This design comes from an exercise in tuning for small area, a short achievable clock period and few clock cycles on the open sky130 flow, not from production work. Power and IR drop assume default switching activity.

==> flow/design.v <==
`timescale 1ns / 1ps
module process(
  input clk,
  input rst,
  input [23:0] in_pix,
  output reg [5:0] row, col,
  output reg out_we,
  output reg [23:0] out_pix,
  output reg mirror_done,
  output reg gray_done,
  output reg filter_done
);
localparam integer K  = 4;             
localparam integer NS = 64 / K;        
localparam integer LS = 2 * K + 2;     
localparam [1:0] ST_MIR = 2'd0, ST_GRAY = 2'd1, ST_SHP = 2'd2, ST_DONE = 2'd3;
localparam [2:0] WS_PIX = 3'd0, WS_GRAY = 3'd1, WS_TOP = 3'd2, WS_LAST = 3'd3,
                 WS_LASTF = 3'd4, WS_S = 3'd5, WS_HOLD = 3'd6;
reg [1:0]  stage;
reg [12:0] cnt;       
reg [4:0]  slot;      
wire [12:0] inc = cnt + ((stage == ST_SHP && cnt[6]) ? 13'd64 : 13'd1);
wire [6:0]  sc = cnt[6:0];
wire [4:0]  strip = cnt[11:7];
wire        c64 = sc[6];
wire        c0 = (sc == 7'd0);
wire        s_first = (strip == 0);
wire        s_last = (strip == NS - 1);
wire        s_virt = (strip == NS);
reg [5:0] n_row, n_col;
reg       n_we;
reg [2:0] n_wsel;
reg       n_sr, n_virt, n_proc, n_swap, n_jk;
reg [1:0]  x_stage;
reg [12:0] x_cnt;
reg [4:0]  x_slot;
reg [1:0] hs, lo, cs;
wire [3:0] sm1 = strip[3:0] - 1'b1, sp1 = strip[3:0] + 1'b1;
always @* begin
  n_row = 0; n_col = 0; n_we = 0; n_wsel = WS_S;
  n_sr = 0; n_virt = 0; n_proc = 0; n_swap = 0; n_jk = 0;
  x_stage = stage; x_cnt = cnt; x_slot = slot;
  hs = 0; lo = 0; cs = 0;
  case (stage)
    ST_MIR: begin
      n_row = (slot == 5'd1) ? ~{1'b0, cnt[10:6]} : {1'b0, cnt[10:6]};
      n_col = cnt[5:0];
      n_we  = (slot != 5'd0);
      n_wsel = WS_PIX;
      if (slot == 5'd2) begin
        x_slot = 0;
        x_cnt = inc;
        if (cnt[10:0] == 11'h7ff) begin
          x_stage = ST_GRAY;
          x_cnt = 13'h1fff;
        end
      end else
        x_slot = slot + 1'b1;
    end
    ST_GRAY: begin
      if (!slot[0]) begin
        n_row = inc[11:6];
        n_col = inc[5:0];
        n_wsel = WS_GRAY;
        x_slot = 1;
      end else begin
        n_row = cnt[11:6];
        n_col = cnt[5:0];
        n_we = !cnt[12];
        n_wsel = WS_HOLD;
        x_slot = 0;
        x_cnt = inc;
        if (cnt == 13'h0fff) begin
          x_stage = ST_SHP;
          x_cnt = 0;
        end
      end
    end
    ST_SHP: begin
      hs = 2'd0; lo = 2'd0; cs = 2'd0;
      case (slot[3:0])
        4'd0: begin                                    
          lo = 2'd1; n_sr = 1; n_virt = c64 || s_virt;
        end
        4'd1: begin                                    
          n_sr = 1; n_virt = c64 || s_virt;
          n_wsel = (s_virt || (s_last && !c0)) ? WS_LASTF : WS_LAST;
        end
        4'd2: begin                                    
          n_wsel = WS_HOLD; lo = 2'd3;
          if (c0) begin hs = 2'd1; cs = 2'd3; n_we = !s_first; end
          else begin cs = 2'd2; n_we = (sc != 7'd1); end
        end
        4'd3: begin                                    
          hs = 2'd1; lo = 2'd3; n_sr = 1; n_virt = c64 || s_first;
          n_proc = 1; n_swap = 1;
        end
        4'd4: begin                                    
          hs = 2'd1; lo = 2'd3; n_we = !s_first && !c64; n_wsel = WS_TOP;
        end
        4'd5: begin                                    
          lo = 2'd2; n_sr = 1; n_virt = c64; n_proc = 1;
        end
        4'd6: begin                                    
          cs = 2'd1; n_we = !c0;
        end
        4'd7: begin                                    
          lo = 2'd3; n_sr = 1; n_virt = c64; n_proc = 1; n_jk = 1;
        end
        4'd8: begin                                    
          lo = 2'd1; cs = 2'd1; n_we = !c0;
        end
        4'd9: begin                                    
          hs = 2'd2; n_sr = 1; n_virt = c64 || s_last; n_proc = 1;
        end
        default: begin                                 
          lo = 2'd2; cs = 2'd1; n_we = !c0;
        end
      endcase
      n_row = {(hs == 2'd1) ? sm1 : (hs == 2'd2) ? sp1 : strip[3:0], lo};
      n_col = (cs == 2'd0) ? sc[5:0] : (cs == 2'd1) ? sc[5:0] - 1'b1 :
              (cs == 2'd2) ? sc[5:0] - 2'd2 : 6'd63;
      if (s_virt && slot == 5'd2) begin
        x_stage = ST_DONE;
      end else if (slot == LS) begin
        x_slot = 0;
        x_cnt = inc;
      end else
        x_slot = slot + 1'b1;
    end
    default: ;
  endcase
end
reg t0_sr, t0_virt, t0_proc, t0_swap, t0_jk, t0_c0;
reg t1_sr, t1_virt, t1_proc, t1_swap, t1_jk, t1_c0;
reg t2_proc;
always @(posedge clk) begin
  if (rst) begin
    stage <= ST_MIR;
    cnt <= 0;
    slot <= 5'd1;                    
    row <= 0; col <= 0; out_we <= 0;
    mirror_done <= 0; gray_done <= 0; filter_done <= 0;
    t0_sr <= 0; t0_virt <= 0; t0_proc <= 0; t0_swap <= 0; t0_jk <= 0; t0_c0 <= 0;
  end else begin
    stage <= x_stage; cnt <= x_cnt; slot <= x_slot;
    row <= n_row; col <= n_col; out_we <= n_we;
    mirror_done <= (stage != ST_MIR);
    gray_done <= stage[1];
    filter_done <= (stage == ST_DONE);
    t0_sr <= n_sr; t0_virt <= n_virt; t0_proc <= n_proc;
    t0_swap <= n_swap; t0_jk <= n_jk; t0_c0 <= c0;
  end
end
always @(posedge clk) begin
  t1_sr <= t0_sr; t1_virt <= t0_virt; t1_proc <= t0_proc && t0_sr;
  t1_swap <= t0_swap; t1_jk <= t0_jk; t1_c0 <= t0_c0;
  t2_proc <= t1_proc;
end
reg  [23:0] cap;
wire [7:0] ir = in_pix[23:16];
wire [7:0] cr = cap[23:16], cg = cap[15:8], cb = cap[7:0];
wire [7:0] ig = in_pix[15:8], ib = in_pix[7:0];
reg  rg, rb, gb;                  
wire [8:0] s_rg = cr + cg, s_rb = cr + cb, s_gb = cg + cb;
wire [8:0] gsum = (rg != rb) ? s_gb : (rg == gb) ? s_rb : s_rg;
wire [7:0] gval = gsum[8:1];
reg  [7:0]  gu, gm;               
reg  [7:0]  gl_cur, gl_prev;      
reg  [9:0]  vr;                   
reg  [12:0] tr;                   
reg  [9:0]  ra [0:K-1];           
reg  [9:0]  rv [0:K-1];           
wire [7:0]  gnew = t1_virt ? 8'd0 : cap[15:8];
wire [9:0]  vsum = gu + gm + gnew;
wire [9:0]  vold = t1_c0 ? 10'd0 : rv[0];
wire [12:0] tval = {2'b00, gm, 3'b000} + {4'b0000, gm, 1'b0} - {3'b000, vold};
wire [12:0] anew = tr - {3'b000, vr};
wire [9:0]  asat = anew[12] ? 10'd0 : (|anew[11:10] ? 10'd1023 : anew[9:0]);
wire [10:0] sraw = {1'b0, ra[0]} - {1'b0, vr};
wire [7:0]  sclamp = sraw[10] ? 8'd0 : (|sraw[9:8] ? 8'd255 : sraw[7:0]);
integer e;
always @(posedge clk) begin
  cap <= in_pix;
  rg <= ir >= ig;
  rb <= ir >= ib;
  gb <= ig >= ib;
  vr <= vsum;
  tr <= tval;
  if (t1_sr) begin
    gu <= gm;
    gm <= t1_swap ? gu : gnew;
  end
  if (t1_sr && t1_jk) begin
    gl_prev <= gl_cur;
    gl_cur <= gnew;
  end
  if (t2_proc) begin
    for (e = 0; e < K - 1; e = e + 1) begin
      ra[e] <= ra[e + 1];
      rv[e] <= rv[e + 1];
    end
    ra[K - 1] <= asat;
    rv[K - 1] <= vr;
  end
  case (n_wsel)
    WS_PIX:   out_pix <= in_pix;
    WS_GRAY:  out_pix <= {8'd0, gval, 8'd0};
    WS_TOP:   out_pix <= {8'd0, ir, 8'd0};
    WS_LAST:  out_pix <= {sclamp, gl_prev, 8'd0};
    WS_LASTF: out_pix <= {8'd0, sclamp, 8'd0};
    WS_HOLD:  out_pix <= out_pix;
    default:  out_pix <= {8'd0, sclamp, 8'd0};
  endcase
end
endmodule
clock: 8.0 ns
lec_check: 0
abc_clock_period_in_ps: 2500
cap_margin: 20
core_margin: 2
core_utilization: 40
cts_cluster_diameter: 120
cts_cluster_size: 25
slew_margin: 20
standard.sh (not shown) runs the stock make flow with config.mk's settings and CLKGATE_MAP_FILE= SYNTH_SCRIPT=/design/flow/synth_recipe.tcl, a recipe that flattens the netlist after the stock synthesis.
==> flow/flow/run.sh <==
#!/bin/bash
set -euo pipefail
bash standard.sh SETUP_SLACK_MARGIN=5.4 finish > standard_flow.log 2>&1
Next try:
==> flow/flow/run.sh (replaced) <==
#!/bin/bash
set -euo pipefail
bash standard.sh SETUP_SLACK_MARGIN=5.7 finish > standard_flow.log 2>&1
Outcome: Final cell count climbs by 2.4%. Synthesized area stays the same. Critical path depth came out lower by 1. Total power went up by 4.0%.
Next try:
==> flow/run.sh (new file) <==
#!/bin/bash
# synth_recipe.tcl (not shown) runs the flow's synth.tcl, then flattens the netlist and writes it again
# the make line also repeats each setting of config.mk as NAME=value (left out here)
make -C /OpenROAD-flow-scripts/flow DESIGN_CONFIG=/design/flow/config.mk WORK_HOME=/design/flow/orfs CLKGATE_MAP_FILE= SYNTH_SCRIPT=/design/flow/synth_recipe.tcl finish
CTS_CLUSTER_SIZE = 30   (was 25)
SETUP_SLACK_MARGIN = 5   (was not set)
removed: flow/flow/run.sh
removed: flow/standard.sh
=> Critical path depth increases by 2; global-route usage falls by 1.9 points; synthesized cell count stays the same.
Next try:
CTS_CLUSTER_DIAMETER = not set   (was 120)
CTS_CLUSTER_SIZE = not set   (was 30)
The changed run produced a clean layout.
Via count increases by about 1.8%.
Power rises by about 20%.
Combinational power rises by about 1%.
Worst hold slack is better by 0.019 ns.
Function was not checked in any run of this note: the RTL went through the layout flow alone.

-- re-timing with driven ports --
The results above use ideal ports. As a check the final layouts listed here were re-extracted and re-timed, cells and wires unchanged. Step 1: set_driving_cell puts a clkbuf_16 on clk and a buf_2 on each other input, an assumption about the parent block. Step 2, shift: input delay + t, output delay - t, t = (earliest + latest rising clock arrival at the registers) / 2. This alone moves slack from input paths to output paths. a / b / c = ideal / step 1 / step 2; a / b = the first two.
run	t (ns)	setup slack, ns	cell pins on the clock port's net
the first run	0.518	4.985 / 4.985 / 4.735	1
the second run	0.538	5.144 / 5.144 / 4.798	1
the third run	0.524	5.005 / 4.993 / 4.598	1
the fourth run	0.584	5.027 / 5.009 / 4.508	1
After both steps setup and hold are still met in every run listed. The setup slack of the fourth run, which loses most, moves by -0.018 ns with the drivers and by -0.519 ns with both steps.
